This is an optimization exercise on Yosys and OpenROAD, whose aim is small area and a short achievable clock period, not a production implementation. At most, simulation tests tie the RTL to the original design; equivalence was not proved. No activity file was given, so power comes from the tool's default toggle rates. No driver is modelled on the clock port, so clocking that relies on it looks cheaper here than on a real chip.

Setup of main:
==> flow/design.v <==
module fifo(
  input clk,rst,wr_en,rd_en,
  input [7:0] buf_in,
  output reg [7:0]buf_out,
  output buf_empty,
  output reg buf_full,
  output reg [6:0] fifo_counter
);
  reg [7:0] buf_mem[63:0];
  reg [7:0] rsel_lo0, rsel_lo1, rsel_lo2, rsel_lo3;   
  reg not_empty;
  assign buf_empty = ~not_empty;
  wire wr_acc = wr_en & ~buf_full;
  wire rd_acc = rd_en & not_empty;
  wire inc = wr_acc & ~rd_acc;
  wire dec = rd_acc & ~wr_acc;
  integer i;
  always @(posedge clk) begin
    if (wr_acc) begin
      buf_mem[1] <= buf_in;
      for (i = 2; i < 64; i = i + 1)
        buf_mem[i] <= buf_mem[i-1];
      buf_mem[0] <= buf_mem[63];
    end
  end
  wire [7:0] rsel_hi;
  fifo_dec3 u_hi (.a(fifo_counter[5:3]), .y(rsel_hi));
  wire [7:0] out_next;
  wire rd_hold_n = ~rd_acc;
  genvar gg, kk, bb;
  generate
    for (bb = 0; bb < 8; bb = bb + 1) begin : g_bit
      wire [7:0] grp;   
      wire [7:0] n;     
      wire [3:0] m;
      wire [1:0] k;
      wire h;           
      for (gg = 0; gg < 8; gg = gg + 1) begin : g_grp
        wire [7:0] lo = (gg < 2) ? rsel_lo0 : (gg < 4) ? rsel_lo1 : (gg < 6) ? rsel_lo2 : rsel_lo3;
        fifo_sel8 u_s (
          .d({buf_mem[8*gg+7][bb], buf_mem[8*gg+6][bb], buf_mem[8*gg+5][bb], buf_mem[8*gg+4][bb],
              buf_mem[8*gg+3][bb], buf_mem[8*gg+2][bb], buf_mem[8*gg+1][bb], buf_mem[8*gg][bb]}),
          .s(lo), .y(grp[gg]));
        fifo_nand3 u_n (.a(grp[gg]), .b(rsel_hi[gg]), .c(rd_acc), .y(n[gg]));
      end
      for (kk = 0; kk < 4; kk = kk + 1) begin : g_m
        fifo_nand2 u_m (.a(n[2*kk]), .b(n[2*kk+1]), .y(m[kk]));
      end
      for (kk = 0; kk < 2; kk = kk + 1) begin : g_k
        fifo_nor2 u_k (.a(m[2*kk]), .b(m[2*kk+1]), .y(k[kk]));
      end
      fifo_nand2 u_h (.a(buf_out[bb]), .b(rd_hold_n), .y(h));
      fifo_nand3 u_o (.a(k[0]), .b(k[1]), .c(h), .y(out_next[bb]));
    end
  endgenerate
  always @(posedge clk or posedge rst) begin
    if (rst)
      buf_out <= 8'd0;
    else
      buf_out <= out_next;
  end
  wire [6:0] cnt_up = fifo_counter + 7'd1;
  wire [6:0] cnt_dn = fifo_counter - 7'd1;
  always @(posedge clk or posedge rst) begin
    if (rst) begin
      fifo_counter <= 7'd0;
      rsel_lo0 <= 8'h01;
      rsel_lo1 <= 8'h01;
      rsel_lo2 <= 8'h01;
      rsel_lo3 <= 8'h01;
      not_empty <= 1'b0;
      buf_full <= 1'b0;
    end else begin
      if (inc) begin
        fifo_counter <= cnt_up;
        rsel_lo0 <= {rsel_lo0[6:0], rsel_lo0[7]};
        rsel_lo1 <= {rsel_lo1[6:0], rsel_lo1[7]};
        rsel_lo2 <= {rsel_lo2[6:0], rsel_lo2[7]};
        rsel_lo3 <= {rsel_lo3[6:0], rsel_lo3[7]};
      end else if (dec) begin
        fifo_counter <= cnt_dn;
        rsel_lo0 <= {rsel_lo0[0], rsel_lo0[7:1]};
        rsel_lo1 <= {rsel_lo1[0], rsel_lo1[7:1]};
        rsel_lo2 <= {rsel_lo2[0], rsel_lo2[7:1]};
        rsel_lo3 <= {rsel_lo3[0], rsel_lo3[7:1]};
      end
      buf_full  <= buf_full ? ~rd_en : (fifo_counter == 7'd63) & wr_en & ~rd_en;
      not_empty <= not_empty ? ~((fifo_counter == 7'd1) & rd_en & ~wr_en) : wr_en;
    end
  end
endmodule
module fifo_dec3(
  input [2:0] a,
  output [7:0] y
);
  assign y = 8'd1 << a;
endmodule
module fifo_sel8(
  input [7:0] d,
  input [7:0] s,
  output y
);
  assign y = |(d & s);
endmodule
module fifo_nand2(input a, b, output y);
  assign y = ~(a & b);
endmodule
module fifo_nand3(input a, b, c, output y);
  assign y = ~(a & b & c);
endmodule
module fifo_nor2(input a, b, output y);
  assign y = ~(a | b);
endmodule
==> flow/config.mk <==
export PLATFORM = sky130hd
export DESIGN_NAME = fifo
export DESIGN_NICKNAME = fifo
export VERILOG_FILES = /design/flow/design.v
export SDC_FILE = /design/flow/constraint.sdc
export NUM_CORES = 4
export LEC_CHECK = 0
export CAP_MARGIN = 20
export CORE_MARGIN = 2
export CORE_UTILIZATION = 40
export HOLD_SLACK_MARGIN = 0.1
export SETUP_SLACK_MARGIN = 1.4
export SLEW_MARGIN = 20
export SYNTH_HIERARCHICAL = 1
export SYNTH_MINIMUM_KEEP_SIZE = 0
==> flow/constraint.sdc <==
create_clock -name core_clock -period 3.3 [get_ports {clk}]
set_input_delay 0.6600 -clock core_clock [delete_from_list [all_inputs] [get_ports {clk}]]
set_output_delay 0.6600 -clock core_clock [all_outputs]
set_load 0.01 [all_outputs]
standard.sh (not shown) runs the stock make flow with config.mk's settings and CLKGATE_MAP_FILE= SYNTH_SCRIPT=/design/flow/synth_recipe.tcl, a recipe that flattens the netlist after the stock synthesis.
==> flow/flow/run.sh <==
#!/bin/bash
# Standard ORFS layout, with plain buffers on the ports, resizing not limited
# to each cell's footprint, and larger clock-tree sink clusters.
set -euo pipefail
bash standard.sh MATCH_CELL_FOOTPRINT=0 \
  "BUFFER_PORTS_ARGS=-buffer_cell sky130_fd_sc_hd__buf_4" \
  "CTS_ARGS=-sink_clustering_enable -repair_clock_nets -dont_use_dummy_load -sink_clustering_size 30 -sink_clustering_max_diameter 100" \
  finish > flow.log 2>&1
For the feature branch, these inputs were changed with respect to main:
--- a/flow/design.v
+++ b/flow/design.v
@@ -4,13 +4,13 @@
   output reg [7:0]buf_out,
   output buf_empty,
   output reg buf_full,
   output reg [6:0] fifo_counter
 );
   reg [7:0] buf_mem[63:0];
-  reg [7:0] rsel_lo0, rsel_lo1, rsel_lo2, rsel_lo3;   
+  reg [7:0] rsel_lo0, rsel_lo1;   
   reg not_empty;
   assign buf_empty = ~not_empty;
   wire wr_acc = wr_en & ~buf_full;
   wire rd_acc = rd_en & not_empty;
   wire inc = wr_acc & ~rd_acc;
   wire dec = rd_acc & ~wr_acc;
@@ -33,13 +33,13 @@
       wire [7:0] grp;   
       wire [7:0] n;     
       wire [3:0] m;
       wire [1:0] k;
       wire h;           
       for (gg = 0; gg < 8; gg = gg + 1) begin : g_grp
-        wire [7:0] lo = (gg < 2) ? rsel_lo0 : (gg < 4) ? rsel_lo1 : (gg < 6) ? rsel_lo2 : rsel_lo3;
+        wire [7:0] lo = (gg < 4) ? rsel_lo0 : rsel_lo1;
         fifo_sel8 u_s (
           .d({buf_mem[8*gg+7][bb], buf_mem[8*gg+6][bb], buf_mem[8*gg+5][bb], buf_mem[8*gg+4][bb],
               buf_mem[8*gg+3][bb], buf_mem[8*gg+2][bb], buf_mem[8*gg+1][bb], buf_mem[8*gg][bb]}),
           .s(lo), .y(grp[gg]));
         fifo_nand3 u_n (.a(grp[gg]), .b(rsel_hi[gg]), .c(rd_acc), .y(n[gg]));
       end
@@ -63,29 +63,23 @@
   wire [6:0] cnt_dn = fifo_counter - 7'd1;
   always @(posedge clk or posedge rst) begin
     if (rst) begin
       fifo_counter <= 7'd0;
       rsel_lo0 <= 8'h01;
       rsel_lo1 <= 8'h01;
-      rsel_lo2 <= 8'h01;
-      rsel_lo3 <= 8'h01;
       not_empty <= 1'b0;
       buf_full <= 1'b0;
     end else begin
       if (inc) begin
         fifo_counter <= cnt_up;
         rsel_lo0 <= {rsel_lo0[6:0], rsel_lo0[7]};
         rsel_lo1 <= {rsel_lo1[6:0], rsel_lo1[7]};
-        rsel_lo2 <= {rsel_lo2[6:0], rsel_lo2[7]};
-        rsel_lo3 <= {rsel_lo3[6:0], rsel_lo3[7]};
       end else if (dec) begin
         fifo_counter <= cnt_dn;
         rsel_lo0 <= {rsel_lo0[0], rsel_lo0[7:1]};
         rsel_lo1 <= {rsel_lo1[0], rsel_lo1[7:1]};
-        rsel_lo2 <= {rsel_lo2[0], rsel_lo2[7:1]};
-        rsel_lo3 <= {rsel_lo3[0], rsel_lo3[7:1]};
       end
       buf_full  <= buf_full ? ~rd_en : (fifo_counter == 7'd63) & wr_en & ~rd_en;
       not_empty <= not_empty ? ~((fifo_counter == 7'd1) & rd_en & ~wr_en) : wr_en;
     end
   end
 endmodule
Notes after the runs:
Having completed the whole flow, the feature branch delivered a layout that passed the timing, DRC and antenna checks.
Going from main to the feature branch, met2 demand-to-capacity share in global routing saw an increase, final routed wirelength across all metal layers saw a decrease.
Compare main and the feature branch | global-route usage lower: the feature branch
The feature branch — clock distribution power about 2% lower, main as reference
Synthesized netlist net count (higher): main
Re clock period minus final worst setup slack: the feature branch is 71 ps down on main.
Instance count of the mapped netlist: the feature branch vs main down 72
main → the feature branch: signal arrival time at the worst endpoint decreased 70 ps; net count of the finished layout shows a reduction of 51.
The RTL of main was laid out without a check of its function.

[afterwards: timing with drivers on the ports]
In the flow no input, the clock included, has a driving cell. The finished layouts below were timed again as built, in two steps.
Step 1: set_driving_cell puts a clkbuf_16 on clk and a buf_2 on each other input, an assumption about the parent block.
Step 2 also shifts input and output timing later by t, the mid clock arrival at the registers, as if the neighbouring blocks saw the same clock.
a / b / c = no drivers / after step 1 / after step 2; a / b = the first two.
| run | t (ns) | setup slack, ns | latest minus earliest clock arrival (ns) | worst slew at a driven data input, ns |
|---|---|---|---|---|
| main | 0.617 | 1.378 / 1.324 / 1.107 | 0.029 / 0.029 | 0.04 |
| the feature branch | 0.583 | 1.449 / 1.395 / 1.131 | 0.066 / 0.067 | 0.03 |
After both steps every run listed still meets setup and hold. For the feature branch, which loses most, drivers alone change the setup slack by -0.054 ns; drivers and shift together by -0.318 ns.
